Source: an optimization exercise on an open RTL-to-GDS flow (aim: small area, a short achievable clock period and few clock cycles per item). Production flows keep margins and buffers that such runs may drop. RTL that was checked went through simulation tests only; none was proved equivalent to the original. Only the layout flow was run in runs 5 and 6; the RTL was not checked for function there. No activity file was given, so power comes from the tool's default toggle rates.

$ cat design/flow/flow/run.sh
#!/bin/bash
# The standard layout (standard.sh), with synthesis changed in two ways:
# adders are left to ABC as plain logic (no full/half-adder cells, ADDER_MAP_FILE
# empty), and ABC maps with its own script (flow/synth.tcl). Registers and their
# names are those of the standard synthesis.
set -euo pipefail
here=$(pwd)

bash standard.sh synth SYNTH_SCRIPT="$here/flow/synth.tcl" ADDER_MAP_FILE= > "$here/synth.log" 2>&1
bash standard.sh finish SYNTH_SCRIPT="$here/flow/synth.tcl" ADDER_MAP_FILE= > "$here/layout.log" 2>&1
test -f "$here/out/final.def"
$ cat design/flow/flow/synth.tcl
# The standard flow's synthesis script (synth_recipe.tcl), with one change: ABC maps with a
# script that maps with SAT-based area-oriented matching (&nf -a) and pin permutation.
proc synth {args} { yosys synth -nofsm -noshare {*}$args }
proc abc {args} {
  set i [lsearch -exact $args -script]
  if {$i >= 0} {
    set s "+&get -n;&st;&dch;&nf -a -p;&put;buffer -c;topo;stime -c;upsize -c;dnsize -c"
    set args [lreplace $args $i [expr {$i + 1}] -script $s]
  }
  yosys abc {*}$args
}
source $::env(SCRIPTS_DIR)/synth.tcl
# left out here: clear keep_hierarchy, flatten, clean up, hide names made inside functions, write 1_2_yosys.v
$ cat design/flow/standard.sh
#!/bin/bash
# synth_recipe.tcl (not shown) runs the flow's synth.tcl, then flattens the netlist and writes it again
# the make line also repeats each setting of config.mk as NAME=value (left out here)
make -C /OpenROAD-flow-scripts/flow DESIGN_CONFIG=/design/flow/config.mk WORK_HOME=/design/flow/orfs CLKGATE_MAP_FILE= SYNTH_SCRIPT=/design/flow/synth_recipe.tcl "${@:-finish}"
$ cat design/flow/config.mk
export PLATFORM = sky130hd
export DESIGN_NAME = alu
export DESIGN_NICKNAME = alu
export VERILOG_FILES = /design/flow/design.v
export SDC_FILE = /design/flow/constraint.sdc
export NUM_CORES = 4
export LEC_CHECK = 0
export ABC_CLOCK_PERIOD_IN_PS = 1800
export CAP_MARGIN = 20
export CORE_MARGIN = 2
export CORE_UTILIZATION = 40
export CTS_CLUSTER_DIAMETER = 60
export CTS_CLUSTER_SIZE = 24
export SETUP_SLACK_MARGIN = 3.0
export SLEW_MARGIN = 20
$ cat design/flow/constraint.sdc
create_clock -name core_clock -period 5.0 [get_ports {clk}]
set_input_delay 1.0000 -clock core_clock [delete_from_list [all_inputs] [get_ports {clk}]]
set_output_delay 1.0000 -clock core_clock [all_outputs]
set_load 0.01 [all_outputs]
$ cat design/flow/design.v
module alu(
	output reg[15:0] data_out,
	output reg       valid_out,
	output reg       cmd_out,
	input [15:0]     data_in,
	input            valid_in,
	input            cmd_in,
	output reg       amm_read,
	output reg[7:0]  amm_address,
	input [7:0]      amm_readdata,
	input            amm_waitrequest,
	input [1:0]      amm_response,
	input clk,
	input rst_n
	);
	localparam D = 62;               
	reg        busy;                 
	reg        rx;                   
	reg        last;                 
	reg [5:0]  rem;                  
	reg        idx0, idx1;           
	reg [3:0]  op;
	reg        ee;                   
	reg        err;                  
	reg        dly;                  
	reg        b_mem;                
	reg        b_iss;                
	reg        b_i1;                 
	reg [7:0]  b_val;
	reg [7:0]  stk [0:D-1];
	reg [5:0]  cnt;
	reg        pop;                  
	reg        infl_i1;              
	reg [7:0]  v0r, v1r;             
	reg [7:0]  vbg, vrg;             
	reg [11:0] ures;                 
	reg [11:0] acc;
	wire hdr_in  = idle && valid_in && cmd_in;
	wire beat_in = busy && rx && valid_in;
	wire idle    = !busy && !dly && !(valid_out && cmd_out);
	wire imm_now = beat_in && !(data_in[8] && !ee);    
	wire [3:0] h_op = data_in[11:8];
	wire [5:0] h_n  = data_in[5:0];
	wire h_ee = (h_n == 6'd0) || (h_op >= 4'd10) ||
	            (h_op[3:2] == 2'b01 && h_n != 6'd1) ||
	            (h_op[3:1] == 3'b100 && h_n != 6'd2);
	wire done_rd  = amm_read && !amm_waitrequest;
	wire rsp_err  = done_rd && (amm_response != 2'b00);
	wire err_n    = err || rsp_err;
	wire push     = b_mem && !b_iss && !err;
	wire head_ok  = (cnt != 6'd0) && !pop;
	wire new_mem  = beat_in && data_in[8] && !ee;
	wire port_free = !amm_read || !amm_waitrequest;
	wire can_iss   = busy && port_free && !err_n;
	wire src_b     = push;
	wire src_e     = !push && head_ok;
	wire src_d     = !push && !head_ok && new_mem;
	wire issue     = can_iss && (src_b || src_e || src_d);
	wire waiting   = push || head_ok || new_mem;
	wire reads_done = err_n || (!(amm_read && amm_waitrequest) && !waiting);
	wire beats_done = !rx || (last && valid_in);
	wire respond    = busy && beats_done && reads_done;
	wire hdr_go     = (respond && o_log) || dly;
	wire o_and = (op == 4'd1);
	wire o_or  = (op == 4'd2);
	wire o_xor = (op == 4'd3);
	wire o_log = o_and || o_or || o_xor;
	wire o_not = (op == 4'd4);
	wire o_inc = (op == 4'd5);
	wire o_dec = (op == 4'd6);
	wire o_neg = (op == 4'd7);
	wire o_shr = (op == 4'd8);
	wire o_shl = (op == 4'd9);
	wire [11:0] sum   = acc + {4'h0, vbg} + {4'h0, vrg};
	wire [7:0]  a_or  = acc[7:0] | vbg | vrg;
	wire [7:0]  a_xor = acc[7:0] ^ vbg ^ vrg;
	wire [7:0]  a_log = o_xor ? a_xor : a_or;
	wire [11:0] acc_n = o_log ? {4'h0, a_log} : sum;
	wire [7:0] x0 = v0r;
	wire [7:0] x1 = v1r;
	reg  [7:0] x_all1, x_any1;             
	integer j;
	always @(*) begin
		x_all1[0] = 1'b1;
		x_any1[0] = 1'b0;
		for (j = 1; j < 8; j = j + 1) begin
			x_all1[j] = x_all1[j-1] & x0[j-1];
			x_any1[j] = x_any1[j-1] | x0[j-1];
		end
	end
	wire [11:0] x_inc = {3'h0, x_all1[7] & x0[7], x0 ^ x_all1};
	wire [11:0] x_dec = {{4{!(x_any1[7] | x0[7])}}, x0 ^ ~x_any1};
	wire [7:0]  x_neg = x0 ^ x_any1;
	wire [7:0]  x_shr = x0 >> x1;
	wire [7:0]  x_shl = x0 << x1;
	wire [11:0] ures_n = {4'h0, ({8{o_not}} & ~x0) | ({8{o_neg}} & x_neg) |
	                            ({8{o_shr}} & x_shr) | ({8{o_shl}} & x_shl)} |
	                     ({12{o_inc}} & x_inc) | ({12{o_dec}} & x_dec);
	wire [11:0] res = o_log ? {4'h0, a_log ^ {8{o_and}}} : (op[3] || op[2]) ? ures : acc;
	integer k;
	always @(posedge clk) begin
		if (push) begin
			stk[0] <= b_val;
			if (!pop)
				for (k = 1; k < D; k = k + 1) stk[k] <= stk[k-1];
		end
		else if (pop) begin
			for (k = 0; k < D-1; k = k + 1) stk[k] <= stk[k+1];
		end
		b_val <= data_in[7:0];
		b_i1  <= idx1;
		v0r   <= (imm_now && idx0) ? data_in[7:0] : (done_rd && !infl_i1) ? amm_readdata : v0r;
		v1r   <= (imm_now && idx1) ? data_in[7:0] : (done_rd &&  infl_i1) ? amm_readdata : v1r;
		vbg   <= imm_now ? data_in[7:0] ^ {8{o_and}} : 8'h00;
		vrg   <= done_rd ? amm_readdata ^ {8{o_and}} : 8'h00;
		ures  <= ures_n;
		data_out <= (valid_out && cmd_out) ? (err ? 16'h0bad : {4'h0, res})
		                                   : {11'h0, err_n, op};
		if (!(amm_read && amm_waitrequest)) begin
			amm_address <= src_b ? b_val : (src_e ? stk[0] : data_in[7:0]);
			infl_i1     <= src_b ? b_i1 : (src_e ? 1'b1 : idx1);
		end
		if (!rst_n) begin
			busy      <= 1'b0;
			rx        <= 1'b0;
			last      <= 1'b0;
			rem       <= 6'd0;
			idx0      <= 1'b0;
			idx1      <= 1'b0;
			op        <= 4'd0;
			ee        <= 1'b0;
			err       <= 1'b0;
			b_mem     <= 1'b0;
			b_iss     <= 1'b0;
			cnt       <= 6'd0;
			pop       <= 1'b0;
			acc       <= 12'd0;
			amm_read  <= 1'b0;
			valid_out <= 1'b0;
			cmd_out   <= 1'b0;
			dly       <= 1'b0;
		end
		else begin
			if (hdr_in) begin
				busy <= 1'b1;
				rx   <= (h_n != 6'd0);
				last <= (h_n == 6'd1);
				rem  <= h_n;
				idx0 <= 1'b1;
				idx1 <= 1'b0;
				op   <= h_op;
				ee   <= h_ee;
				err  <= h_ee;
			end
			else
				err <= err_n;
			acc <= idle ? 12'h000 : acc_n;
			if (beat_in) begin
				rem  <= rem - 6'd1;
				last <= (rem == 6'd2);
				rx   <= !last;
				idx0 <= 1'b0;
				idx1 <= idx0;
			end
			b_mem <= new_mem;
			b_iss <= issue && src_d;
			cnt <= err ? 6'd0 : cnt + {5'd0, push} - {5'd0, pop};
			pop <= issue && !src_d;
			amm_read <= (amm_read && amm_waitrequest) || issue;
			if (respond) busy <= 1'b0;
			dly       <= respond && !o_log;
			valid_out <= hdr_go || (valid_out && cmd_out);
			cmd_out   <= hdr_go;
		end
	end
endmodule
==> results of run 1 <==
## logic make-up after synthesis
logic type | count (synthesis)
other cells | 1
flops | 610
simple gates | 417
mux | 878
xor+xnor | 59
compound gates | 259
fa+ha+maj | 10
buf+inv | 161
## cells in the final DEF, fill, tap and decap left out, types with 10 or more instances in the layout
cell type and count:
sky130_fd_sc_hd__nor2_1 98, sky130_fd_sc_hd__buf_4 38, sky130_fd_sc_hd__or2_2 29, sky130_fd_sc_hd__nand2_1 82, sky130_fd_sc_hd__o21ai_1 11, sky130_fd_sc_hd__o21ai_0 116
sky130_fd_sc_hd__edfxtp_1 33, sky130_fd_sc_hd__clkbuf_16 46, sky130_fd_sc_hd__a211oi_1 16, sky130_fd_sc_hd__a21oi_1 26, sky130_fd_sc_hd__mux2i_1 845, sky130_fd_sc_hd__a21oi_2 11
sky130_fd_sc_hd__nor2b_1 14, sky130_fd_sc_hd__nand2b_1 38, sky130_fd_sc_hd__dfxtp_1 549, sky130_fd_sc_hd__xnor2_1 28, sky130_fd_sc_hd__mux2_2 21, sky130_fd_sc_hd__xor2_1 14
sky130_fd_sc_hd__clkdlybuf4s50_1 18, sky130_fd_sc_hd__mux2_4 12, sky130_fd_sc_hd__dfxtp_2 23, sky130_fd_sc_hd__nor3_1 10, sky130_fd_sc_hd__buf_6 17, sky130_fd_sc_hd__a31oi_1 11
sky130_fd_sc_hd__nand3_1 74, sky130_fd_sc_hd__buf_2 14
## per-layer routing
layer  wire [um]  up-vias
met4        1101        0
met1       23720     8339
met5           0        -
met2       23730      246
li1            -     8640
met3        1821       77
## sequential cells by signal, indices dropped and copies added (netlist names), 4 cells and up
| signal | count |
|---|---|
| amm_address | 8 |
| cnt | 6 |
| stk | 496 |
| rem | 6 |
| data_out | 12 |
| vbg | 8 |
| b_val | 8 |
| v0r | 8 |
| vrg | 8 |
| op | 4 |
| acc | 12 |
| ures | 10 |
| v1r | 8 |
## cell usage after synthesis (8+ instances only)
master | number | share of area, %
sky130_fd_sc_hd__buf_1 | 12 | 0.17
sky130_fd_sc_hd__buf_2 | 52 | 0.99
sky130_fd_sc_hd__and2_1 | 9 | 0.21
sky130_fd_sc_hd__nand2_1 | 87 | 1.2
sky130_fd_sc_hd__a211oi_1 | 18 | 0.51
sky130_fd_sc_hd__xor2_1 | 19 | 0.63
sky130_fd_sc_hd__nor2_1 | 108 | 1.5
sky130_fd_sc_hd__a21oi_1 | 38 | 0.72
sky130_fd_sc_hd__dfxtp_1 | 577 | 44
sky130_fd_sc_hd__nor2b_1 | 17 | 0.40
sky130_fd_sc_hd__mux2_2 | 33 | 1.4
sky130_fd_sc_hd__maj3_1 | 9 | 0.34
sky130_fd_sc_hd__nand2b_1 | 40 | 0.95
sky130_fd_sc_hd__nand3_1 | 80 | 1.5
sky130_fd_sc_hd__xnor2_1 | 32 | 1.1
sky130_fd_sc_hd__o21ai_0 | 130 | 2.5
sky130_fd_sc_hd__or2_2 | 31 | 0.73
sky130_fd_sc_hd__edfxtp_1 | 33 | 3.8
sky130_fd_sc_hd__o211ai_1 | 8 | 0.23
sky130_fd_sc_hd__mux2i_1 | 845 | 32
sky130_fd_sc_hd__clkbuf_1 | 88 | 1.3
sky130_fd_sc_hd__a31oi_1 | 12 | 0.28
sky130_fd_sc_hd__nor3_1 | 14 | 0.27
## per-stage QoR
step	setup WS, ns	instance area (um^2)	std cells	hold slack, ns	util, %
after floorplan	2.952	26520	2398	0.3959	-
after global placement	1.880	27570	3167	0.4126	42.09
after detailed placement	1.879	27570	3167	0.4283	42.09
after CTS	2.766	29760	3282	0.4520	45.42
after global routing	2.780	30230	3301	0.4678	46.14
final	2.830	30230	3301	0.4521	46.14
## where the power goes
part	internal (mW)	switching, mW
logic	0.764	0.841
clock network	1.88	1.88
registers	5.36	0.228
## timing repair
item | 4_1_cts | 5_1_grt
endpoints found under the setup margin | 624 | 361
hold endpoints to repair | 0 | 0
cloned | 6 | 3
resized for setup | 216 | 77
buffers inserted | 29 | 16
pin swaps | 35 | 32
## path summary, 6_finish.rpt
| check | startpoint | to | slack, ns | cells past startpoint |
|---|---|---|---|---|
| max | amm_address[0] | amm_address[0] | 2.83 | 1 |
| min | idx1 | b_i1 | 0.45 | 0 |
| max reg2reg | vrg[7] | acc[11] | 2.91 | 7 |
| min reg2reg | idx1 | b_i1 | 0.45 | 0 |
## layout make-up
type	count	area share, %
Inverter	5	0.06209
Sequential cell	610	41.65
Timing Repair Buffer	111	3.899
Multi-Input combinational cell	1631	45.78
Clock buffer	51	3.862
Clock inverter	29	1.171
Tap cell	864	3.576
==> notes.md, run 1 <==
- The die area is 68,040 um^2.
- The netlist uses a little under 70 different library cells.
- The remaining max-slew budget at the tightest pin is 52.31%.
- The number of nets with antenna violations after routing is 0.
- The sort of element at the end of the critical path is a primary output.
- The most used flip-flop cell after synthesis is sky130_fd_sc_hd__dfxtp_1.
- The clock latency on the worst-skew pair is 0.60 ns.
- Clock-pin slew was measured on the worst setup and hold paths at 0.09 ns.
- Global routing used 18.73% of the available met1 tracks.
- The total of max-cap violations is 0.
- Sequential cells were found to cover around 48% of the synthesized design area.
- The class of the most critical setup path is flop to primary output.
- The Yosys step of the flow raised 2 warnings.
- For the final database, setup skew stands at roughly 0.027 ns.
- For this run, the post-layout net count is 2,433.
- Setup repair after global routing could not meet its margin everywhere.
- The required arrival time at the worst endpoint is about 4 ns.
- The initial antenna violation count was 0.
- The analysis attributes to cell leakage a power of 12.66 nW.
- The synthesized instance count is 2,395.
- The total routing resource utilization after global routing is 14.37%.
- The time the final worst path needs with I/O delays and setup is 2.170 ns.
- In the synthesized netlist, mux cells make up around a third of the area.
- met2 is the most crowded layer.
- In this run the standard cell core region covers 65,510 um^2.
- Clock tree synthesis inserted a total of 43 buffers.
- Averaged over all synthesized cells, the footprint is 11.02 um^2.
- The worst path buffer plus inverter count is 1.
- Dividing the detail-routed via count by the number of cells gives 5.241.
- Along the worst path, the maximum fanout reaches 1.
- Port buffering added 49 buffers.
- The sum of negative setup slack is 0 ns.
- The number of design rule violations left after detail routing is 0.
- The number of clock sinks is 610.
- By area, the combinational part of the netlist is dominated by multiplexers.
- After Yosys synthesis, full adders, half adders and majority gates account for 0.3841% of the synthesized area.
- The weighted congestion reported at the end of routability-driven placement is 0.8433.
- Static timing analysis puts the maximum clock frequency at 460.8 MHz.
- Counting flops with a built-in enable in the synthesized netlist gives 33.
- The highest cell delay on the worst timing path is 0.42 ns.
- The met3 track utilization from global routing is 2.108%.
- The maximum clock path buffer count is 3.
- From synthesis to final layout, the design area changed by 14.56%.
- The starting utilization of the core area is 40.28%.
- Global routing finished with a remaining overflow of 0.
- Cells with a size suffix above 1 make up between 10 and 15% of the layout.
- After filler insertion, the fill cell instance count of the layout stands at ~6,000.
- STA classifies the critical path startpoint as a flop.
- 0 antenna diodes ended up in the layout.
- Setup violations remaining at the end of the flow were counted as 0.
- The area fraction in and, or, nand and nor cells after synthesis is under 10%.
- The fraction of registers with async set or reset after synthesis is 0%.
- The run finished with no timing, DRC or antenna violations.
- The flip-flop and latch count after synthesis is 610.
- The first detailed-routing pass took 5 iterations.
- The count of hold-fix buffers inserted at cts is 0.
- The count of boundary I/O pins is 58.
- The portion of the clock cycle consumed by the worst path in the final layout is a little over two fifths.
- The root buffer cell chosen for the clock tree is sky130_fd_sc_hd__clkbuf_16.
- In this run the cell area of the synthesized design comes to 26,390 um^2.
- The global-route wire length before repair is between 80,000 and 90,000 um.
- The count of endpoints failing hold in the final timing report came to 0.
- The share of the synthesized area in compound gates (AO/OA/AOI/OAI) is 5.804%.
- The chip width is 260.8 um.
- The routed design has 50,380 um of wire.
- The final number of max-transition violations came to 0.
- TritonCTS built the clock tree.
- The number of global-route vias before repair is 16,907.
- In the final layout, the multi-input gates occupy 13,840 um^2.
- Once detailed placement completed, the half-perimeter wirelength came to 29,910 um.
- For this design, the slowest cell found on the critical path is sky130_fd_sc_hd__edfxtp_1.
- Entering global routing, the biggest net connects about 140 pins.
- The path category of the worst min-delay check is flop to flop.
- The overall power of the completed layout is 10.95 mW.
- The detailed router finished its first iteration with 909 violations.
- The sequential cell area is between 10,000 and 15,000 um^2.
- The family with the most delay on the worst path is flip-flops.
- At the pin with the least slew margin, the transition time is 0.7153 ns.
- The overall die height is 260.8 um.
- The total power divided by cell area is 362.1 nW/um^2.
- The initialized floorplan defines between 90 and 100 standard-cell rows.
- The critical path goes through buf_2.
- In the final routed layout, each cell accounts on average for 15.26 um.
- In this run the number of H-tree levels came out at 2.
- For met2 alone, demand over resource in global routing was 24.40%.
- The synthesized netlist devotes roughly 2.4% of its cell area to XOR and XNOR gates.
- Across the VDD grid, the largest voltage drop is 0.2006 mV.
- At the worst endpoint, the arrival time is 1.17 ns.
- The overall via count from detail_route is 17,302.
Testbench counts, summed over its fixed seeds: cycles 34,567, items 2,000.
==> run 2: changes to the inputs <==
--- a/design/flow/design.v
+++ b/design/flow/design.v
@@ -33,2 +33,3 @@
 	reg        infl_i1;              
+	reg [7:0]  addr_n;               
 	reg [7:0]  v0r, v1r;             
@@ -58,2 +59,4 @@
 	wire issue     = can_iss && (src_b || src_e || src_d);
+	wire hold_a    = amm_read && amm_waitrequest;
+	wire [7:0] addr_next = src_b ? b_val : (src_e ? stk[0] : data_in[7:0]);
 	wire waiting   = push || head_ok || new_mem;
@@ -62,3 +65,3 @@
 	wire respond    = busy && beats_done && reads_done;
-	wire hdr_go     = (respond && o_log) || dly;
+	wire hdr_go     = (respond && o_fast) || dly;
 	wire o_and = (op == 4'd1);
@@ -67,2 +70,3 @@
 	wire o_log = o_and || o_or || o_xor;
+	wire o_fast = o_log || o_not;        
 	wire o_not = (op == 4'd4);
@@ -98,3 +102,4 @@
 	                     ({12{o_inc}} & x_inc) | ({12{o_dec}} & x_dec);
-	wire [11:0] res = o_log ? {4'h0, a_log ^ {8{o_and}}} : (op[3] || op[2]) ? ures : acc;
+	wire [11:0] res = o_log ? {4'h0, a_log ^ {8{o_and}}} : o_not ? {4'h0, ~v0r} :
+	                  (op[3] || op[2]) ? ures : acc;
 	integer k;
@@ -118,6 +123,6 @@
 		                                   : {11'h0, err_n, op};
-		if (!(amm_read && amm_waitrequest)) begin
-			amm_address <= src_b ? b_val : (src_e ? stk[0] : data_in[7:0]);
-			infl_i1     <= src_b ? b_i1 : (src_e ? 1'b1 : idx1);
-		end
+		amm_address <= hold_a ? ~addr_n : addr_next;
+		addr_n      <= hold_a ? addr_n : ~addr_next;
+		if (!hold_a)
+			infl_i1 <= src_b ? b_i1 : (src_e ? 1'b1 : idx1);
 		if (!rst_n) begin
@@ -170,3 +175,3 @@
 			if (respond) busy <= 1'b0;
-			dly       <= respond && !o_log;
+			dly       <= respond && !o_fast;
 			valid_out <= hdr_go || (valid_out && cmd_out);
==> design/flow/flow/run.sh (replaced) <==
#!/bin/bash
# The standard layout (standard.sh), with synthesis changed in two ways:
# adders are left to ABC as plain logic (no full/half-adder cells, ADDER_MAP_FILE
# empty), and ABC maps with its own script (flow/synth.tcl). Registers and their
# names are those of the standard synthesis. Ports are buffered, as in the
# standard flow, but with buf_4 cells rather than the delay buffer that
# buffer_ports picks by default.
set -euo pipefail
here=$(pwd)

ports="BUFFER_PORTS_ARGS=-buffer_cell sky130_fd_sc_hd__buf_4"
bash standard.sh synth SYNTH_SCRIPT="$here/flow/synth.tcl" ADDER_MAP_FILE= "$ports" > "$here/synth.log" 2>&1
bash standard.sh finish SYNTH_SCRIPT="$here/flow/synth.tcl" ADDER_MAP_FILE= "$ports" > "$here/layout.log" 2>&1
test -f "$here/out/final.def"
==> run 2 against run 1 <==
  * Still clean
  * Count of clock-buffer cells in the layout grew 1
  * Via count is 1.5% higher
  * Sequential share of layout area increased by 0.095 points
  * Clock skew grew 0.0036 ns
  * Critical path type is now flop to flop
  * Critical endpoint is now acc[8]
==> notes.md, run 2 <==
- The area fraction in and, or, nand and nor cells after synthesis is 7.348% (-0.46 points).
- The sum of negative setup slack is 0 ns (unchanged).
- The total CTS buffers is 46 (+7.0%).
- The cell with the most instances after synthesis is sky130_fd_sc_hd__mux2i_1.
- The count of final setup violators is 0 (unchanged).
- The flip-flop and latch count after synthesis came to 618 (+1.3%).
- The average via count per standard cell is 5.271 (+0.56%).
- The critical path in this run is classified as flop to flop.
- The startpoint identified for the worst register-to-register timing path is vrg[6].
- The number of distinct library cells after synthesis is 62 (-10%).
- The number of port buffers is 49 (unchanged).
- The worst setup path is captured at a flop.
- The total of warnings raised by yosys is 2 (unchanged).
- The number of nets in the layout is 2,463 (+1.2%).
- The starting utilization of the core area is 40.54% (+0.26 points).
- The worst path buffer plus inverter count is 0 (-1).
- The slew at the pin with the worst max-slew slack is 0.7702 ns (+0.05492 ns).
- The number of placed cells counting well taps came to 3,193 (+0.82%).
- The arrival time of the worst setup path is 2.54 ns (+1.37 ns).
- The highest cell delay on the worst timing path came to 0.51 ns (+0.09 ns).
- The worst setup slack before clock tree synthesis is 2.155 ns (+0.2762 ns).
- The library cell used most frequently in the layout, excluding fill and tap cells, is sky130_fd_sc_hd__mux2i_1.
- The cell area after placement is 27,740 um^2 (+0.62%).
- The critical path goes through xor3_2 -> xnor2_4 -> or4_4 -> o21ai_2 -> xor2_1 -> nor2_1.
- The post-CTS clock slew at the launch and capture registers of the worst setup and hold paths was 0.09 ns (about the same).
- The overall power of the completed layout came to 11.35 mW (+3.7%).
- The total of max-cap violations is 0 (unchanged).
- The number of standard cells in the final layout excluding fillers is 3,333 (+0.97%).
- The average wire per standard cell came to 15.93 um (+4.4%).
- The overall via count from detail_route is 17,567 (+1.5%).
- The overall die height is 262.4 um (+0.58%).
- The final number of max-transition violations is 0 (unchanged).
- The cell sitting at the root of the clock tree is a sky130_fd_sc_hd__clkbuf_16.
- The total routing resource utilization after global routing came to 14.24% (-0.12 points).
- The endpoint identified for the worst register-to-register timing path is acc[8].
- The number of logic stages on the critical path including buffering came to 6 (+5).
- The main combinational cell family by area after synthesis is multiplexers.
- The worst clock skew on the final layout is 0.03030 ns (+0.003602 ns).
- The proportion of layout cells with a drive suffix above 1 is 15.63% (+0.70 points).
- The library cells used most frequently in the layout, excluding fill and tap cells, are sky130_fd_sc_hd__mux2i_1 (861), sky130_fd_sc_hd__dfxtp_1 (543), sky130_fd_sc_hd__o21ai_0 (137).
- The launch point of the worst path is vrg[6].
- The required arrival time at the worst endpoint is 5.45 ns (+1.45 ns).
- The number of flip-flops under the largest register name is 496 (unchanged).
- The cell area after synthesis is 26,700 um^2 (+1.2%).
- The number of design rule violations left after detail routing is 0 (unchanged).
- The biggest fanout along the worst timing path is 5 (+4).
- The portion of the clock cycle consumed by the worst path in the final layout is 41.74% (-1.7 points).
- The most used flip-flop cell after synthesis is sky130_fd_sc_hd__dfxtp_1.
- The number of synthesized flops with an enable pin came to 33 (unchanged).
- The maximum number of pins on one net before global-route repair is 147 (+2.1%).
- The worst supply voltage drop on vdd is 0.1968 mV (-1.9%).
- The register ranked first by flip-flop count is stk.
- The number of clock sinks is 618 (+1.3%).
- The run finished with no timing, DRC or antenna violations.
- The initial antenna violation count was 0 (unchanged).
- Setup repair after global routing could not meet its margin everywhere.
- The count of boundary I/O pins was 58 (unchanged).
- The top cell type's share of synthesized area is 43.87% (+0.089 points).
- The die area is 68,830 um^2 (+1.2%).
- The global-route wire length before repair is 84,220 um (+2.1%).
- The number of inserted diodes is 0 (unchanged).
- The clock latency on the worst-skew pair is 0.60 ns (about the same).
- The critical path's slowest cell is sky130_fd_sc_hd__xor3_2.
- The multiplexer share of the synthesized area was 33.42% (-0.044 points).
- In this run the most critical hold path is launched from addr_n[7].
- The synthesized instance count came to 2,427 (+1.3%).
- The number of global-route vias before repair is 17,063 (+0.92%).
- The share of the synthesized area in compound gates (AO/OA/AOI/OAI) came to 6.172% (+0.37 points).
- The iteration-0 DRC count of the detailed router is 896 (-1.4%).
- The number of H-tree branching levels was 2 (unchanged).
- In this design, the largest share of critical-path delay is due to XOR/XNOR gates.
- The sequential fraction of the synthesis area is 47.58% (about the same).
- The termination of the worst setup path is acc[8].
- The maximum clock path buffer count is 3 (unchanged).
- The layout overhead on the synthesized area is 14.58% (about the same).
- The final wirelength is 53,090 um (+5.4%).
- The floorplan row count is 94 (unchanged).
- The setup slack of the worst register-to-register path came to 2.91 ns (about the same).
- The count of endpoints failing hold in the final timing report is 0 (unchanged).
- The utilization after layout is 46.45% (+0.30 points).
- The min-delay analysis places its worst path in the category flop to flop.
- The worst-case reg-to-reg path depth was 6 (-1).
- Yosys attributes the largest share of cell area to sky130_fd_sc_hd__dfxtp_1 (44%), sky130_fd_sc_hd__mux2i_1 (32%), sky130_fd_sc_hd__edfxtp_1 (3.7%).
- The time the final worst path needs with I/O delays and setup came to 2.087 ns (-0.08307 ns).
- The post-DP HPWL was 30,960 um (+3.5%).
- The number of nets with antenna violations after routing is 0 (unchanged).
- The adder and majority cell fraction of the synthesized area is 0.2999% (-0.084 points).
- The first-pass iteration count of the detailed router is 4 (-1).
- The summed area of non-filler cells in the final layout was 30,590 um^2 (+1.2%).
- In the final layout, the registers with the most flip-flops are stk x496, acc x12, data_out x12.
- The average size of a mapped cell is 11.00 um^2 (-0.15%).
- The xor-xnor portion of the synthesized cell area is 2.451% (+0.052 points).
- The top achievable clock speed is 479.2 MHz (+4.0%).
- The core area is 65,860 um^2 (+0.54%).
- The remaining max-slew budget at the tightest pin is 48.65% (-3.7 points).
- The weighted congestion reported at the end of routability-driven placement is 0.8183 (-3.0%).
- The static leakage power is 12.90 nW (+1.8%).
- The total power divided by cell area was 371.0 nW/um^2 (+2.5%).
- The worst hold-check slack is 0.4258 ns (-0.02633 ns).
- The commonest cells after synthesis are sky130_fd_sc_hd__mux2i_1 (861), sky130_fd_sc_hd__dfxtp_1 (585), sky130_fd_sc_hd__o21ai_0 (149).
- The global-route congestion overflow total is 0 (unchanged).
- The least setup slack across all paths after layout is 2.913 ns (+0.08307 ns).
- Summed over all instances, the cell type with the most area after synthesis is sky130_fd_sc_hd__dfxtp_1.
- The CTS tree is yes.
- The chip width is 262.4 um (+0.58%).
- The fraction of registers with async set or reset after synthesis is 0% (unchanged).
- The startpoint class of the critical path is a flop.
==> run 2: cell types whose count changed in the layout (fill, tap and decap cells not counted), moves of 8 or more <==
cell and change:
sky130_fd_sc_hd__a21oi_1 +18, sky130_fd_sc_hd__buf_2 -14, sky130_fd_sc_hd__buf_4 +28, sky130_fd_sc_hd__buf_6 +12, sky130_fd_sc_hd__clkbuf_16 +8, sky130_fd_sc_hd__clkdlybuf4s50_1 -18
sky130_fd_sc_hd__clkinv_8 +9, sky130_fd_sc_hd__dfxtp_2 +13, sky130_fd_sc_hd__mux2i_1 +16, sky130_fd_sc_hd__nand3_1 -10, sky130_fd_sc_hd__o21ai_0 +21
==> run 2: cell type report <==
class / instances / area (um^2)
clock buffers: 52 / 1247
clock inverters: 33 / 416.7
well taps: 864 / 1081
fillers: 6148 / 35270
inverters: 6 / 22.52
multi-input cells: 1646 / 13770
repair buffers: 114 / 1285
flip-flops and latches: 618 / 12770
==> run 2: timing repair <==
action                                  4_1_cts  5_1_grt
gates cloned                                  4        5
hold buffers                                  0        0
pin swaps                                    13       38
endpoints found under the setup margin      571      368
resized for setup                           102       74
setup buffers                                22       24
==> run 2: worst min-delay path by stage <==
stage | endpoint | cells after the start
5_1_grt | amm_address[7] | 1
2_1_floorplan | b_i1 | 0
4_1_cts | amm_address[0] | 1
6_report | amm_address[7] | 1
3_5_place_dp | amm_address[2] | 1
3_3_place_gp | amm_address[5] | 1
==> run 2: metal layers <==
layer / global-route usage [%] / share of wire (%) / up-vias
li1: - / - / 8761
met1: 18.84 / 48 / 8487
met2: 23.75 / 46 / 243
met3: 2.352 / 3.7 / 76
met4: 4.453 / 2.4 / 0
met5: 0 / 0 / -
==> run 2: power breakdown <==
group | internal, mW | switching, mW | total (mW)
Sequential | 5.45 | 0.250 | 5.70
Combinational | 0.793 | 0.842 | 1.64
Clock | 1.95 | 2.06 | 4.01
==> run 2: cell families after synthesis <==
| family | count (synthesis) |
|---|---|
| xor+xnor | 58 |
| fa+ha+maj | 8 |
| other cells | 1 |
| simple gates | 399 |
| flops | 618 |
| buf+inv | 168 |
| mux | 888 |
| compound gates | 287 |
==> run 2: worst register-to-register path: cells and delay by family (launching register included) <==
kind | cells | cell delay [ns]
XOR/XNOR | 3 | 0.86
AO/OA/AOI/OAI | 1 | 0.14
AND/OR/NAND/NOR | 2 | 0.54
flip-flops | 1 | 0.40
Testbench counts of run 2, summed over its fixed seeds: cycles 34,374, items 2,000.
==> run 3: changes to the inputs <==
--- a/design/flow/config.mk
+++ b/design/flow/config.mk
@@ -13,3 +13,3 @@
 export CTS_CLUSTER_SIZE = 24
-export SETUP_SLACK_MARGIN = 3.0
+export SETUP_SLACK_MARGIN = 2.85
 export SLEW_MARGIN = 20
==> run 3 against run 2 <==
  * Still clean on timing, DRC and antenna
  * Critical path type unchanged
  * Via count shrank 1.3%
  * Clock skew shrank 0.011 ns
  * Worst setup slack lost 0.023 ns
  * Design area shrank 2.5%
  * Critical endpoint unchanged
  * Synthesized cell count is the same
  * Count of clock-buffer cells in the layout shrank 6
  * Core utilization shrank 1.2 points
  * Wire length shrank 4.9%
  * Area after synthesis is the same
  * Combinational power shrank 3%
  * Register-to-register slack lost 0.02 ns
  * Maximum frequency shrank 1.1%
==> notes.md, run 3 <==
- The remaining max-slew budget at the tightest pin is 47.11% (-1.5 points).
- The count of endpoints failing hold in the final timing report is 0 (unchanged).
- The global-route congestion overflow total is 0 (unchanged).
- The total of warnings raised by yosys is 2 (unchanged).
- Ranked by total cell area, the synthesized netlist is headed by sky130_fd_sc_hd__dfxtp_1 (44%), sky130_fd_sc_hd__mux2i_1 (32%), sky130_fd_sc_hd__edfxtp_1 (3.7%).
- The overall via count from detail_route was 17,346 (-1.3%).
- The fraction of registers with async set or reset after synthesis was 0% (unchanged).
- The top cell type's share of synthesized area came to 43.87% (unchanged).
- For this run, the leading register cell type out of synthesis is sky130_fd_sc_hd__dfxtp_1.
- The setup slack of the worst register-to-register path came to 2.89 ns (-0.02 ns).
- In the layout the commonest cells are sky130_fd_sc_hd__mux2i_1 (861), sky130_fd_sc_hd__dfxtp_1 (577), sky130_fd_sc_hd__o21ai_0 (144).
- The chip width was 262.4 um (unchanged).
- The iteration-0 DRC count of the detailed router is 827 (-7.7%).
- The clock latency on the worst-skew pair is 0.59 ns (about the same).
- The post-DP HPWL is 31,470 um (+1.6%).
- The synthesized instance count is 2,427 (unchanged).
- The number of design rule violations left after detail routing was 0 (unchanged).
- The number of flip-flops under the largest register name is 496 (unchanged).
- The summed area of non-filler cells in the final layout was 29,810 um^2 (-2.5%).
- The portion of the clock cycle consumed by the worst path in the final layout came to 42.20% (+0.46 points).
- Sorting the synthesized cells by how often they occur yields sky130_fd_sc_hd__mux2i_1 (861), sky130_fd_sc_hd__dfxtp_1 (585), sky130_fd_sc_hd__o21ai_0 (149).
- The maximum clock path buffer count is 3 (unchanged).
- The count of boundary I/O pins is 58 (unchanged).
- The final number of max-transition violations came to 0 (unchanged).
- The synthesized design spends more area on one cell type than any other, namely sky130_fd_sc_hd__dfxtp_1.
- The final wirelength is 50,500 um (-4.9%).
- The worst setup path is captured at a flop.
- The number of synthesized flops with an enable pin came to 33 (unchanged).
- The arrival time of the worst setup path came to 2.59 ns (+0.05 ns).
- The average wire per standard cell is 15.25 um (-4.3%).
- The weighted congestion reported at the end of routability-driven placement came to 0.8660 (+5.8%).
- The layout overhead on the synthesized area is 11.67%.
- The maximum number of pins on one net before global-route repair was 132 (-10%).
- The time the final worst path needs with I/O delays and setup came to 2.110 ns (+0.02323 ns).
- The floorplan row count is 94 (unchanged).
- The flip-flop and latch count after synthesis is 618 (unchanged).
- The required arrival time at the worst endpoint is 5.48 ns (+0.03 ns).
- The average size of a mapped cell was 11.00 um^2 (unchanged).
- The most common cell in the synthesized netlist is sky130_fd_sc_hd__mux2i_1.
- The worst supply voltage drop on vdd is 0.2482 mV (+26%).
- The number of distinct library cells after synthesis was 62 (unchanged).
- The total CTS buffers is 43 (-6.5%).
- The CTS tree is yes.
- The post-CTS clock slew at the launch and capture registers of the worst setup and hold paths is 0.08 ns (about the same).
- In this run the worst hold path is classified as flop to flop.
- Leaving out fill and tap cells, the most frequent cell in the layout is sky130_fd_sc_hd__mux2i_1.
- The initial antenna violation count came to 0 (unchanged).
- The critical path is of the flop to flop type.
- The total of max-cap violations is 0 (unchanged).
- The starting utilization of the core area is 40.54% (unchanged).
- The worst setup path is launched from a flop.
- The sum of negative setup slack is 0 ns (unchanged).
- The flow ran to the end and the layout has no timing, DRC or antenna violations.
- The biggest fanout along the worst timing path came to 6 (+1).
- The worst clock skew on the final layout is 0.01906 ns (-0.01124 ns).
- The number of H-tree branching levels is 2 (unchanged).
- The number of port buffers is 49 (unchanged).
- The static leakage power is 12.61 nW (-2.3%).
- The number of clock sinks is 618 (unchanged).
- The overall die height is 262.4 um (unchanged).
- The worst-case reg-to-reg path depth is 6 (unchanged).
- The cell at the root of the clock tree is sky130_fd_sc_hd__clkbuf_16.
- The total routing resource utilization after global routing was 14.38% (+0.14 points).
- The number of nets with antenna violations after routing is 0 (unchanged).
- The worst hold path stage count is 0 (-1).
- The count of final setup violators was 0 (unchanged).
- The total power divided by cell area is 369.7 nW/um^2 (-0.36%).
- The number of global-route vias before repair was 17,064 (+0.0059%).
- The first-pass iteration count of the detailed router is 5 (+1).
- The filler cell count is 6,075 (-1.2%).
- The proportion of layout cells with a drive suffix above 1 is 11.52% (-4.1 points).
- The die area is 68,830 um^2 (unchanged).
- The number of nets in the layout is 2,444 (-0.77%).
- stk holds more flip-flops than any other register.
- The core area is 65,860 um^2 (unchanged).
- The utilization after layout is 45.27% (-1.2 points).
- The top achievable clock speed is 473.9 MHz (-1.1%).
- The cell area after synthesis is 26,700 um^2 (unchanged).
- In the final layout, the registers with the most flip-flops are stk x496, acc x12, data_out x12.
- The slew at the pin with the worst max-slew slack is 0.7873 ns (+0.01709 ns).
- The global-route wire length before repair is 84,950 um (+0.87%).
- Setup repair after global routing could not meet its margin everywhere.
- The count of hold-fix buffers inserted at cts is 0 (unchanged).
- The sequential fraction of the synthesis area was 47.58% (unchanged).
- The average via count per standard cell is 5.239 (-0.60%).
- The number of inserted diodes is 0 (unchanged).
- The cell area after placement is 27,640 um^2 (-0.35%).
-- run 3: metal layers --
layer  track usage, %  up-vias  wire [um]
met4            3.808        0       1089
met1            19.55     8314      24380
met5                0        -          0
met3            2.483       71       2014
li1                 -     8724          -
met2            23.57      237      23010
-- run 3: metrics by stage --
step / power [mW] / setup slack [ns] / hold slack (ns) / std cells
floorplan: 6.940 / 2.820 / 0.3638 / 2430
global placement: 7.275 / 1.752 / 0.3834 / 3197
detailed placement: 7.336 / 1.712 / 0.3887 / 3197
finish: 11.02 / 2.890 / 0.4036 / 3311
CTS: 11.17 / 2.855 / 0.4012 / 3295
global route: 11.59 / 2.732 / 0.4166 / 3311
-- run 3: kinds of logic after synthesis --
family	count (synthesis)	synth area share, %
other	1	0.01405
multiplexers	888	33.42
adder cells (fa/ha/maj)	8	0.2999
AND/OR/NAND/NOR	399	7.348
flip-flops	618	47.58
XOR/XNOR	58	2.451
AO/OA/AOI/OAI	287	6.172
buffers and inverters	168	2.718
-- run 3: report_power, final --
part           internal, mW  total [mW]  switching [mW]
Sequential             5.45        5.69           0.243
Combinational         0.761        1.59           0.831
Clock                  1.76        3.74            1.98
-- run 3: worst paths after layout --
path | startpoint | endpoint
worst min register to register | idx1 | b_i1
worst max register to register | acc[5] | acc[8]
worst max-delay path | acc[5] | acc[8]
worst min-delay path | idx1 | b_i1
-- run 3: repair_timing --
action	CTS	global route
pin swaps	4	9
gates cloned	4	2
resized for setup	44	24
endpoints found under the setup margin	512	51
endpoints found under the hold margin	0	0
setup buffers	15	14
-- run 3: critical path: stages, from the launching register on --
cell                      delay (ns)
sky130_fd_sc_hd__dfxtp_2        0.37
sky130_fd_sc_hd__xor3_2         0.51
sky130_fd_sc_hd__xnor2_4        0.18
sky130_fd_sc_hd__or4_4          0.54
sky130_fd_sc_hd__o21ai_2        0.16
sky130_fd_sc_hd__xor2_1         0.18
sky130_fd_sc_hd__nor2_1         0.05
-- run 3: final cells by class --
class | count | area, um^2 | area share [%]
clock buffers | 46 | 1119 | 3.752
clock inverters | 33 | 382.9 | 1.284
inverters | 6 | 27.53 | 0.09233
multi-input cells | 1645 | 13410 | 44.99
flip-flops and latches | 618 | 12720 | 42.66
well taps | 864 | 1081 | 3.626
repair buffers | 99 | 1074 | 3.601
==> run 4: changes to the inputs <==
--- a/design/flow/config.mk
+++ b/design/flow/config.mk
@@ -10,6 +10,6 @@
 export CORE_MARGIN = 2
-export CORE_UTILIZATION = 40
+export CORE_UTILIZATION = 60
 export CTS_CLUSTER_DIAMETER = 60
 export CTS_CLUSTER_SIZE = 24
-export SETUP_SLACK_MARGIN = 2.85
+export SETUP_SLACK_MARGIN = 3.0
 export SLEW_MARGIN = 20
==> run 4 against run 3 <==
  * Still clean
  * Worst setup slack better by 0.049 ns
  * Sequential share of layout area decreased by 0.12 points
  * Combinational power up 4%
  * Maximum frequency rose by 2.4%
  * Flip-flop and latch count is the same
  * Clock power decreased by 6.7%
  * Core utilization increased by 23 points
  * Final cell count down 7.7%
  * Wire length decreased by 0.25%
  * Count of clock-buffer cells in the layout is 2 higher
  * Critical endpoint is now amm_address[2]
==> notes.md, run 4 <==
- For this run, the leading register cell type out of synthesis is sky130_fd_sc_hd__dfxtp_1.
- The post-CTS clock slew at the launch and capture registers of the worst setup and hold paths was 0.07 ns (about the same).
- Walking the worst path, the cells encountered are buf_6.
- The time the final worst path needs with I/O delays and setup is 2.062 ns (-0.04862 ns).
- The internal portion of total power is 7.998 mW (+0.39%).
- The count of final setup violators is 0 (unchanged).
- The CTS tree is yes.
- The static leakage power was 12.81 nW (+1.6%).
- The proportion of power drawn by flip-flops and latches is 52.6% (+1.0 points).
- The footprint of the multi-input gates is 13,840 um^2 (+3.2%).
- On the critical path, the stage with the largest delay is an instance of sky130_fd_sc_hd__dfxtp_4.
- sky130_fd_sc_hd__dfxtp_1 takes more of the synthesized area than any other cell.
- The main combinational cell family by area after synthesis is multiplexers.
- The floorplan row count was 77 (-18%).
- Leaving out fill and tap cells, the most frequent cells in the layout are sky130_fd_sc_hd__mux2i_1 (861), sky130_fd_sc_hd__dfxtp_1 (543), sky130_fd_sc_hd__o21ai_0 (134).
- The total of max-cap violations is 0 (unchanged).
- The path class of the tightest hold or removal check is flop to flop.
- The xor-xnor portion of the synthesized cell area was 2.451% (unchanged).
- The total CTS buffers is 40 (-7.0%).
- The highest cell delay on the worst timing path is 0.37 ns (-0.17 ns).
- The die area is 46,200 um^2 (-33%).
- The share of the synthesized area in compound gates (AO/OA/AOI/OAI) was 6.172% (unchanged).
- The worst clock skew on the final layout is 0.01818 ns (-0.0008798 ns).
- Setup repair after global routing could not meet its margin everywhere.
- stk holds more flip-flops than any other register.
- The average wire per standard cell is 16.49 um (+8.1%).
- The total power divided by cell area was 361.2 nW/um^2 (-2.3%).
- The global-route wire length before repair is 82,550 um (-2.8%).
- The number of global-route vias before repair is 16,877 (-1.1%).
- The worst setup path is captured at a primary output.
- The weighted congestion reported at the end of routability-driven placement is 0.8396 (-3.0%).
- Relative to the synthesized area, the layout overhead comes to 12.58%.
- The proportion of power drawn by the clock network came to 32.1% (-1.8 points).
- The synthesized instance count was 2,427 (unchanged).
- The fraction of registers with async set or reset after synthesis is 0% (unchanged).
- The power share of the combinational group was 15.3% (+0.9 points).
- The sum of negative setup slack came to 0 ns (unchanged).
- The number of inserted diodes came to 0 (unchanged).
- The worst path buffer plus inverter count is 1 (+1).
- The switching share of power is 26.34% (-1.4 points).
- The total routing resource utilization after global routing came to 21.24% (+6.9 points).
- The setup slack of the worst register-to-register path came to 2.96 ns (+0.07 ns).
- The top achievable clock speed is 485.1 MHz (+2.4%).
- The overall die height is 214.9 um (-18%).
- The worst hold path stage count is 1 (+1).
- The number of nets in the layout was 2,465 (+0.86%).
- The count of endpoints failing hold in the final timing report is 0 (unchanged).
- The cell at the root of the clock tree is sky130_fd_sc_hd__clkbuf_16.
- The post-DP HPWL is 29,600 um (-6.0%).
- The reg-to-reg critical path startpoint is v1r[6].
- The final number of max-transition violations is 0 (unchanged).
- The average size of a mapped cell was 11.00 um^2 (unchanged).
- The total of warnings raised by yosys is 2 (unchanged).
- The multiplexer share of the synthesized area is 33.42% (unchanged).
- The worst-case reg-to-reg path depth is 8 (+2).
- The overall via count from detail_route came to 17,365 (+0.11%).
- The worst setup slack before clock tree synthesis was 1.506 ns (-0.2061 ns).
- The starting utilization of the core area was 60.64% (+20 points).
- The portion of the clock cycle consumed by the worst path in the final layout was 41.23% (-0.97 points).
- The leading cell type in the layout, fill and taps excluded is sky130_fd_sc_hd__mux2i_1.
- The required arrival time at the worst endpoint is 4.00 ns (-1.48 ns).
- The number of distinct library cells after synthesis is 62 (unchanged).
- The initial antenna violation count is 0 (unchanged).
- In the final layout, the registers with the most flip-flops are stk x496, acc x12, data_out x12.
- STA classifies the critical path startpoint as a flop.
- The maximum clock path buffer count is 3 (unchanged).
- The clock latency on the worst-skew pair came to 0.56 ns (-0.03 ns).
- The number of logic stages on the critical path including buffering is 1 (-5).
- The number of clock sinks is 618 (unchanged).
- The core area came to 44,030 um^2 (-33%).
- The number of port buffers is 49 (unchanged).
- The worst hold-check slack is 0.4237 ns (+0.02015 ns).
- The overall power of the completed layout is 10.86 mW (-1.5%).
- The area fraction in and, or, nand and nor cells after synthesis came to 7.348% (unchanged).
- By count the netlist is led by sky130_fd_sc_hd__mux2i_1 (861), sky130_fd_sc_hd__dfxtp_1 (585), sky130_fd_sc_hd__o21ai_0 (149).
- The remaining max-slew budget at the tightest pin came to 46.76% (-0.35 points).
- In this run the most critical hold path is launched from addr_n[1].
- The number of design rule violations left after detail routing is 0 (unchanged).
- The global-route congestion overflow total is 0 (unchanged).
- The filler cell count is 3,427 (-44%).
- The maximum number of pins on one net before global-route repair came to 115 (-13%).
- The count of hold-fix buffers inserted at cts is 0 (unchanged).
- The least setup slack across all paths after layout was 2.938 ns (+0.04862 ns).
- The biggest fanout along the worst timing path is 1 (-5).
- The top cell type's share of synthesized area was 43.87% (unchanged).
- The net switching power of the design was 2.860 mW (-6.4%).
- The run finished with no timing, DRC or antenna violations.
- The number of nets with antenna violations after routing is 0 (unchanged).
- The endpoint of the worst hold-timing path is amm_address[1].
- The worst supply voltage drop on vdd is 0.3583 mV (+44%).
- The first-pass iteration count of the detailed router is 7 (+2).
- The slew at the pin with the worst max-slew slack is 0.7987 ns (+0.01133 ns).
- The proportion of layout cells with a drive suffix above 1 was 15.79% (+4.3 points).
- The number of synthesized flops with an enable pin is 33 (unchanged).
- The sequential fraction of the synthesis area came to 47.58% (unchanged).
- The sequential cell area is 12,780 um^2 (+0.53%).
- The cell area after synthesis is 26,700 um^2 (unchanged).
- The class of the most critical setup path is flop to primary output.
- The chip width is 214.9 um (-18%).
- The arrival time of the worst setup path is 1.06 ns (-1.53 ns).
- The count of boundary I/O pins is 58 (unchanged).
- The cell with the most instances after synthesis is sky130_fd_sc_hd__mux2i_1.
- The average via count per standard cell is 5.684 (+8.5%).
- The number of flip-flops under the largest register name is 496 (unchanged).
- The flip-flop and latch count after synthesis is 618 (unchanged).
- The adder and majority cell fraction of the synthesized area was 0.2999% (unchanged).
- On the critical path the largest part of the delay comes from flip-flops.
- The iteration-0 DRC count of the detailed router came to 997 (+21%).
- The endpoint of the worst-slack reg-to-reg timing path is ures[1].
- After synthesis, the cell types taking the most area are sky130_fd_sc_hd__dfxtp_1 (44%), sky130_fd_sc_hd__mux2i_1 (32%), sky130_fd_sc_hd__edfxtp_1 (3.7%).
- The number of H-tree branching levels is 2 (unchanged).
- The final wirelength is 50,370 um (-0.25%).
## run 4: worst max-delay path by stage
stage	from	endpoint	slack (ns)
after floorplan	valid_in	v0r[2]	2.90
after global placement	err	valid_out	1.53
after detailed placement	err	valid_out	1.51
after CTS	amm_address[2]	amm_address[2]	2.91
after global routing	op[2]	data_out[5]	2.84
final	amm_address[2]	amm_address[2]	2.94
## run 4: logic make-up after synthesis
group / count (synthesis)
fa+ha+maj: 8
flops: 618
compound gates: 287
mux: 888
xor+xnor: 58
buf+inv: 168
other cells: 1
simple gates: 399
## run 4: metal layers
layer | global-route usage (%) | vias up | wire length (um)
li1 | - | 8753 | -
met3 | 2.633 | 60 | 2064
met1 | 28.09 | 8282 | 23350
met4 | 5.880 | 0 | 817
met5 | 0 | - | 0
met2 | 36.68 | 270 | 24140
## run 4: per-stage QoR
step	std cells	area (um^2)	util, %
final	3055	30060	68.27
after global routing	3055	30060	68.27
after CTS	3033	29490	66.98
after detailed placement	2923	27370	62.15
after global placement	2923	27370	62.15
after floorplan	2430	26820	-
## run 4: repair_timing
action | 4_1_cts | 5_1_grt
buffers inserted | 32 | 20
hold endpoints to repair | 0 | 0
setup endpoints to repair | 594 | 131
pin swaps | 16 | 40
gates cloned | 7 | 2
resized for setup | 105 | 106
## run 4: area by class of cell
class                   count  share of cell area, %
multi-input cells        1646                  46.06
flip-flops and latches    618                  42.53
repair buffers            122                  4.338
clock buffers              48                  3.634
well taps                 592                  2.464
clock inverters            23                 0.8533
inverters                   6                 0.1166
## run 4: power groups by stage
stage | registers, mW | logic (mW) | clock network (mW)
after CTS | 5.70 | 1.59 | 3.60
after floorplan | 5.73 | 1.22 | 0
after global placement | 5.80 | 1.46 | 0
final | 5.71 | 1.66 | 3.49
after global routing | 5.77 | 1.84 | 3.78
after detailed placement | 5.82 | 1.50 | 0
==> run 5: changes to the inputs <==
--- a/design/flow/design.v
+++ b/design/flow/design.v
@@ -35,2 +35,3 @@
 	reg [7:0]  v0r, v1r;             
+	reg        v1big;                
 	reg [7:0]  vbg, vrg;             
@@ -38,5 +39,16 @@
 	reg [11:0] acc;
+	wire o_and = (op == 4'd1);
+	wire o_or  = (op == 4'd2);
+	wire o_xor = (op == 4'd3);
+	wire o_log = o_and || o_or || o_xor;
+	wire o_not = (op == 4'd4);
+	wire o_inc = (op == 4'd5);
+	wire o_dec = (op == 4'd6);
+	wire o_neg = (op == 4'd7);
+	wire o_shr = (op == 4'd8);
+	wire o_shl = (op == 4'd9);
+	wire o_fast = o_log || o_not;        
+	wire idle    = !busy && !dly && !(valid_out && cmd_out);
 	wire hdr_in  = idle && valid_in && cmd_in;
 	wire beat_in = busy && rx && valid_in;
-	wire idle    = !busy && !dly && !(valid_out && cmd_out);
 	wire imm_now = beat_in && !(data_in[8] && !ee);    
@@ -66,13 +78,2 @@
 	wire hdr_go     = (respond && o_fast) || dly;
-	wire o_and = (op == 4'd1);
-	wire o_or  = (op == 4'd2);
-	wire o_xor = (op == 4'd3);
-	wire o_log = o_and || o_or || o_xor;
-	wire o_fast = o_log || o_not;        
-	wire o_not = (op == 4'd4);
-	wire o_inc = (op == 4'd5);
-	wire o_dec = (op == 4'd6);
-	wire o_neg = (op == 4'd7);
-	wire o_shr = (op == 4'd8);
-	wire o_shl = (op == 4'd9);
 	wire [11:0] sum   = acc + {4'h0, vbg} + {4'h0, vrg};
@@ -97,4 +98,4 @@
 	wire [7:0]  x_neg = x0 ^ x_any1;
-	wire [7:0]  x_shr = x0 >> x1;
-	wire [7:0]  x_shl = x0 << x1;
+	wire [7:0]  x_shr = v1big ? 8'h00 : x0 >> x1[2:0];
+	wire [7:0]  x_shl = v1big ? 8'h00 : x0 << x1[2:0];
 	wire [11:0] ures_n = {4'h0, ({8{o_not}} & ~x0) | ({8{o_neg}} & x_neg) |
@@ -118,2 +119,3 @@
 		v1r   <= (imm_now && idx1) ? data_in[7:0] : (done_rd &&  infl_i1) ? amm_readdata : v1r;
+		v1big <= (imm_now && idx1) ? |data_in[7:3] : (done_rd &&  infl_i1) ? |amm_readdata[7:3] : v1big;
 		vbg   <= imm_now ? data_in[7:0] ^ {8{o_and}} : 8'h00;
==> run 5 against run 4 <==
  * Via count increased by 1.1%
  * Synthesized cell count about the same
  * Still clean
  * Worst hold slack got worse by 0.0042 ns
  * Non-clock buffer count decreased by 3
  * Global-route usage decreased by 1.2 points
==> notes.md, run 5 <==
- The flow ran to the end and the layout has no timing, DRC or antenna violations.
- The cell with the most instances after synthesis is sky130_fd_sc_hd__mux2i_1.
- The core area is 44,030 um^2 (unchanged).
- The maximum clock path buffer count is 3 (unchanged).
- The total power divided by cell area is 368.0 nW/um^2 (+1.9%).
- STA classifies the critical path startpoint as a flop.
- The global-route congestion overflow total is 0 (unchanged).
- The number of flip-flops under the largest register name came to 496 (unchanged).
- The flip-flop and latch count after synthesis was 614 (-0.65%).
- The top cell type's share of synthesized area is 43.92% (+0.054 points).
- The worst clock skew on the final layout is 0.01762 ns (-0.0005579 ns).
- The fraction of registers with async set or reset after synthesis is 0% (unchanged).
- The remaining max-slew budget at the tightest pin was 49.74% (+3.0 points).
- The post-CTS clock slew at the launch and capture registers of the worst setup and hold paths came to 0.08 ns (about the same).
- The sequential fraction of the synthesis area came to 47.18% (-0.39 points).
- The count of boundary I/O pins was 58 (unchanged).
- The slew at the pin with the worst max-slew slack is 0.7539 ns (-0.04477 ns).
- The class of the most critical setup path is flop to flop.
- The synthesized instance count came to 2,429 (+0.082%).
- The count of final setup violators is 0 (unchanged).
- The average via count per standard cell is 5.746 (+1.1%).
- The required arrival time at the worst endpoint is 5.45 ns (+1.45 ns).
- The family with the most delay on the worst path is simple AND/OR/NAND/NOR gates.
- The top achievable clock speed was 479.6 MHz (-1.1%).
- The arrival time of the worst setup path is 2.53 ns (+1.47 ns).
- The portion of the clock cycle consumed by the worst path in the final layout is 41.70% (+0.47 points).
- The first-pass iteration count of the detailed router is 5 (-2).
- The summed area of non-filler cells in the final layout is 29,980 um^2 (-0.27%).
- Setup repair after global routing could not meet its margin everywhere.
- The initial antenna violation count is 0 (unchanged).
- The global-route wire length before repair is 79,330 um (-3.9%).
- The worst supply voltage drop on vdd came to 0.2722 mV (-24%).
- The commonest cells after synthesis are sky130_fd_sc_hd__mux2i_1 (863), sky130_fd_sc_hd__dfxtp_1 (585), sky130_fd_sc_hd__o21ai_0 (144).
- The number of design rule violations left after detail routing is 0 (unchanged).
- The leading cell type in the layout, fill and taps excluded is sky130_fd_sc_hd__mux2i_1.
- The chip width is 214.8 um (about the same).
- The total of max-cap violations came to 0 (unchanged).
- The static leakage power is 12.89 nW (+0.60%).
- The post-DP HPWL was 28,410 um (-4.0%).
- The die area came to 46,150 um^2 (-0.12%).
- The maximum number of pins on one net before global-route repair is 136 (+18%).
- The total CTS buffers is 42 (+5.0%).
- The most used flip-flop cell after synthesis is sky130_fd_sc_hd__dfxtp_1.
- The floorplan row count is 77 (unchanged).
- The register ranked first by flip-flop count is stk.
- CTS placed an instance of sky130_fd_sc_hd__clkbuf_16 at the clock tree root.
- The number of H-tree branching levels was 2 (unchanged).
- The CTS tree is yes.
- The area growth from synthesis to layout is 12.42%.
- The overall die height was 214.8 um (about the same).
- The biggest fanout along the worst timing path was 2 (+1).
- The critical path's slowest cell is sky130_fd_sc_hd__or4_4.
- The critical path goes through or4_4 -> nor3_4 -> xnor2_2 -> nor2_1 -> or4_1.
- The filler cell count is 3,462 (+1.0%).
- The number of nets with antenna violations after routing was 0 (unchanged).
- In the layout the commonest cells are sky130_fd_sc_hd__mux2i_1 (862), sky130_fd_sc_hd__dfxtp_1 (550), sky130_fd_sc_hd__o21ai_0 (136).
- The iteration-0 DRC count of the detailed router was 940 (-5.7%).
- The number of port buffers is 49 (unchanged).
- The time the final worst path needs with I/O delays and setup was 2.085 ns (+0.02335 ns).
- The number of nets in the layout is 2,461 (-0.16%).
- By area the synthesized netlist is led by sky130_fd_sc_hd__dfxtp_1 (44%), sky130_fd_sc_hd__mux2i_1 (32%), sky130_fd_sc_hd__edfxtp_1 (3.3%).
- The highest cell delay on the worst timing path is 0.59 ns (+0.22 ns).
- The sort of element at the end of the critical path is a flop.
- The total of warnings raised by yosys is 2 (unchanged).
- The number of synthesized flops with an enable pin is 29 (-12%).
- The number of global-route vias before repair is 16,796 (-0.48%).
- The overall via count from detail_route came to 17,555 (+1.1%).
- The count of endpoints failing hold in the final timing report is 0 (unchanged).
- The average size of a mapped cell is 10.98 um^2 (-0.20%).
- The sum of negative setup slack is 0 ns (unchanged).
- The setup slack of the worst register-to-register path is 2.92 ns (-0.04 ns).
- The clock latency on the worst-skew pair is 0.59 ns (+0.03 ns).
- The proportion of layout cells with a drive suffix above 1 came to 14.62% (-1.2 points).
- The tightest min-delay check is of the flop to flop type.
- The weighted congestion reported at the end of routability-driven placement is 0.8474 (+0.93%).
- The number of distinct library cells after synthesis is 69 (+11%).
- The starting utilization of the core area came to 60.56% (-0.074 points).
- The number of inserted diodes is 0 (unchanged).
- The total routing resource utilization after global routing is 20.03% (-1.2 points).
- The count of hold-fix buffers inserted at cts is 0 (unchanged).
- The worst path buffer plus inverter count came to 0 (-1).
- The number of clock sinks is 614 (-0.65%).
- The final number of max-transition violations was 0 (unchanged).
- Summed over all instances, the cell type with the most area after synthesis is sky130_fd_sc_hd__dfxtp_1.
- The cell area after synthesis is 26,670 um^2 (-0.12%).
- In the final layout, the registers with the most flip-flops are stk x496, acc x12, data_out x12.
- The average wire per standard cell came to 15.88 um (-3.7%).
- The final wirelength is 48,520 um (-3.7%).
- The cell area after placement is 27,380 um^2 (about the same).
-- run 5: final cells by class --
type / count / area [um^2] / share of cell area, %
clock buffers: 46 / 1097 / 3.660
clock inverters: 31 / 404.1 / 1.348
inverters: 10 / 42.54 / 0.1419
multi-input cells: 1643 / 13800 / 46.04
flip-flops and latches: 614 / 12640 / 42.18
well taps: 592 / 740.7 / 2.471
repair buffers: 119 / 1247 / 4.161
-- run 5: path summary, 6_finish.rpt --
kind              from              to  cells after the start
max             v0r[1]         ures[6]                      5
min          addr_n[3]  amm_address[3]                      1
max reg2reg     v0r[1]         ures[6]                      5
min reg2reg  addr_n[3]  amm_address[3]                      1
-- run 5: cell families after synthesis --
| logic type | after synthesis | share of synthesized area (%) |
|---|---|---|
| other | 1 | 0.01406 |
| XOR/XNOR | 54 | 2.313 |
| AO/OA/AOI/OAI | 271 | 5.987 |
| multiplexers | 893 | 33.70 |
| adder cells (fa/ha/maj) | 8 | 0.3003 |
| AND/OR/NAND/NOR | 410 | 7.691 |
| buffers and inverters | 178 | 2.806 |
| flip-flops | 614 | 47.18 |
-- run 5: through the flow --
stage / util, % / power (mW) / hold WS, ns / setup slack (ns) / instances
after floorplan: - / 6.904 / 0.3967 / 2.944 / 2432
after global routing: 68.09 / 11.57 / 0.4361 / 2.848 / 3055
after detailed placement: 62.19 / 7.248 / 0.4153 / 1.936 / 2923
final: 68.09 / 11.03 / 0.4196 / 2.915 / 3055
after CTS: 67.30 / 11.12 / 0.4203 / 2.920 / 3043
after global placement: 62.18 / 7.187 / 0.4140 / 1.966 / 2923
-- run 5: timing repair --
item	4_1_cts	5_1_grt
pin swaps	21	12
resized for setup	105	48
endpoints found under the setup margin	587	237
gates cloned	4	4
buffers inserted	39	8
-- run 5: worst register-to-register path, stage by stage, from the launching register on --
cell and delay, ns:
sky130_fd_sc_hd__edfxtp_1 0.46, sky130_fd_sc_hd__or4_4 0.59, sky130_fd_sc_hd__nor3_4 0.18, sky130_fd_sc_hd__xnor2_2 0.15, sky130_fd_sc_hd__nor2_1 0.05, sky130_fd_sc_hd__or4_1 0.53
-- run 5: power breakdown --
part / leakage, nW / total (mW) / internal [mW] / switching (mW)
registers: 5.03 / 5.63 / 5.40 / 0.231
clock network: 0.734 / 3.79 / 1.98 / 1.82
logic: 7.12 / 1.61 / 0.789 / 0.822
total: 12.9 / 11.0 / 8.16 / 2.87
-- run 5: routing by layer --
| metal | vias up | part of all wire, % | global-route usage (%) |
|---|---|---|---|
| li1 | 8758 | - | - |
| met1 | 8475 | 46 | 26.13 |
| met2 | 260 | 48 | 34.40 |
| met3 | 62 | 4.0 | 3.355 |
| met4 | 0 | 1.9 | 5.394 |
| met5 | - | 0 | 0 |
==> run 6: changes to the inputs <==
--- a/design/flow/config.mk
+++ b/design/flow/config.mk
@@ -10,3 +10,3 @@
 export CORE_MARGIN = 2
-export CORE_UTILIZATION = 60
+export CORE_UTILIZATION = 75
 export CTS_CLUSTER_DIAMETER = 60
==> run 6 against run 5 <==
  * Area after synthesis unchanged
  * Critical path depth up 3
  * Core utilization grew 16 points
  * Sequential share of layout area grew 0.41 points
  * Clock power decreased by about 10%
  * Power is 2.5% lower
  * Die area decreased by 20%
  * Design area down 0.98%
  * Critical path type unchanged
  * Critical endpoint is now acc[6]
==> notes.md, run 6 <==
- The number of port buffers is 49 (unchanged).
- The number of placed cells counting well taps is 2,788 (-4.6%).
- The flow ran to the end and the layout has no timing, DRC or antenna violations.
- The number of nets in the layout was 2,469 (+0.33%).
- The most used flip-flop cell after synthesis is sky130_fd_sc_hd__dfxtp_1.
- The total routing resource utilization after global routing was 25.98% (+6.0 points).
- The worst-case reg-to-reg path depth came to 8 (+3).
- The global-route congestion overflow total is 0 (unchanged).
- The setup slack of the worst register-to-register path is 2.75 ns (-0.16 ns).
- The first-pass iteration count of the detailed router is 7 (+2).
- The share of the synthesized area in compound gates (AO/OA/AOI/OAI) is 5.987% (unchanged).
- The number of synthesized flops with an enable pin came to 29 (unchanged).
- The least setup slack across all paths after layout is 2.752 ns (-0.1632 ns).
- The total CTS buffers is 38 (-9.5%).
- The adder and majority cell fraction of the synthesized area is 0.3003% (unchanged).
- The min-delay analysis places its worst path in the category flop to flop.
- The chip width came to 192.6 um (-10%).
- The top achievable clock speed is 444.8 MHz (-7.3%).
- The arrival time of the worst setup path is 2.73 ns (+0.20 ns).
- The number of flip-flops under the largest register name is 496 (unchanged).
- The number of clock sinks came to 614 (unchanged).
- After synthesis, the cell types taking the most area are sky130_fd_sc_hd__dfxtp_1 (44%), sky130_fd_sc_hd__mux2i_1 (32%), sky130_fd_sc_hd__edfxtp_1 (3.3%).
- The biggest area consumer among synthesized cells is sky130_fd_sc_hd__dfxtp_1.
- The number of inserted diodes came to 0 (unchanged).
- The initial antenna violation count came to 0 (unchanged).
- The startpoint class of the critical path is a flop.
- The filler cell count is 2,019 (-42%).
- The worst clock skew on the final layout is 0.02105 ns (+0.003428 ns).
- The number of H-tree branching levels came to 2 (unchanged).
- In this run the critical register-to-register path is launched from vrg[4].
- The portion of the clock cycle consumed by the worst path in the final layout is 44.96% (+3.3 points).
- The required arrival time at the worst endpoint came to 5.49 ns (+0.04 ns).
- The iteration-0 DRC count of the detailed router is 1,241 (+32%).
- The worst setup path is of the flop to flop kind.
- The sequential fraction of the synthesis area is 47.18% (unchanged).
- The largest registers in the layout are stk x496, acc x12, data_out x12.
- The core area was 35,310 um^2 (-20%).
- The sum of negative setup slack is 0 ns (unchanged).
- The static leakage power is 12.81 nW (-0.61%).
- In the synthesized netlist, the cells that appear most often are sky130_fd_sc_hd__mux2i_1 (863), sky130_fd_sc_hd__dfxtp_1 (585), sky130_fd_sc_hd__o21ai_0 (144).
- The remaining max-slew budget at the tightest pin is 29.79% (-20 points).
- The xor-xnor portion of the synthesized cell area is 2.313% (unchanged).
- The number of design rule violations left after detail routing is 0 (unchanged).
- The final number of max-transition violations is 0 (unchanged).
- The multiplexer share of the synthesized area is 33.70% (unchanged).
- The most common cell in the synthesized netlist is sky130_fd_sc_hd__mux2i_1.
- Counting flops per register, the top entry is stk.
- The clock latency on the worst-skew pair is 0.57 ns (-0.02 ns).
- After synthesis, the largest family of logic cells by area is multiplexers.
-- run 6: cell counts after synthesis --
Identical to the previous run, type by type.
-- run 6: worst max-delay path by stage --
stage,to
2_1_floorplan,ures[6]
3_3_place_gp,stk[60][6]
3_5_place_dp,stk[43][0]
4_1_cts,acc[11]
5_1_grt,acc[7]
6_report,acc[6]
-- run 6: per-layer routing --
metal	global-route usage, %	vias up	part of all wire [%]
met5	0	-	0
met4	10.22	0	3.1
met3	3.091	132	5.0
met2	44.84	496	50
met1	33.32	8512	42
li1	-	8788	-
-- run 6: per-stage QoR --
step	instance area (um^2)	utilization, %	hold WS, ns
floorplan	26790	-	0.3967
global placement	27180	76.99	0.4073
detailed placement	27180	76.99	0.4115
CTS	29250	82.84	0.4252
global route	29680	84.07	0.4551
finish	29680	84.07	0.4320
-- run 6: cells by family after synthesis --
group | Yosys count
multiplexers | 893
flip-flops | 614
AND/OR/NAND/NOR | 410
AO/OA/AOI/OAI | 271
buffers and inverters | 178
XOR/XNOR | 54
adder cells (fa/ha/maj) | 8
other | 1
-- run 6: critical path, cell delays in order (launching register included) --
cell and delay [ns]:
sky130_fd_sc_hd__dfxtp_2 0.35, sky130_fd_sc_hd__xor3_2 0.53, sky130_fd_sc_hd__xnor2_4 0.29, sky130_fd_sc_hd__buf_6 0.15, sky130_fd_sc_hd__a211oi_2 0.03, sky130_fd_sc_hd__a211o_1 0.33
sky130_fd_sc_hd__buf_4 0.16, sky130_fd_sc_hd__xor2_2 0.15, sky130_fd_sc_hd__o22ai_1 0.18
-- run 6: final cells by class --
type,instances,area (um^2),share of cell area (%)
clock inverter,12,151.4,0.5100
sequential,614,12640,42.59
timing repair inverter,1,8.758,0.02950
tap,461,576.8,1.943
clock buffer,55,1161,3.911
multi-input combinational,1643,13810,46.51
inverter,10,50.05,0.1686
timing repair buffer,130,1289,4.341
-- run 6: power by group --
| part | internal, mW | switching (mW) | leakage [nW] |
|---|---|---|---|
| Sequential | 5.40 | 0.255 | 5.03 |
| Clock | 1.72 | 1.69 | 0.633 |
| Combinational | 0.814 | 0.884 | 7.15 |
-- run 6: what timing repair did --
item / 4_1_cts / 5_1_grt
buffers inserted: 41 / 25
pin swaps: 21 / 28
setup endpoints to repair: 582 / 218
gates cloned: 4 / 1
gates resized for setup: 92 / 62

Setup slack of run 6, layout unchanged: 2.752 ns with ideal ports, 2.752 ns with driving cells assumed (clock clkbuf_16, inputs buf_2), 2.434 ns with port delays also shifted by the 0.617 ns mid clock arrival.
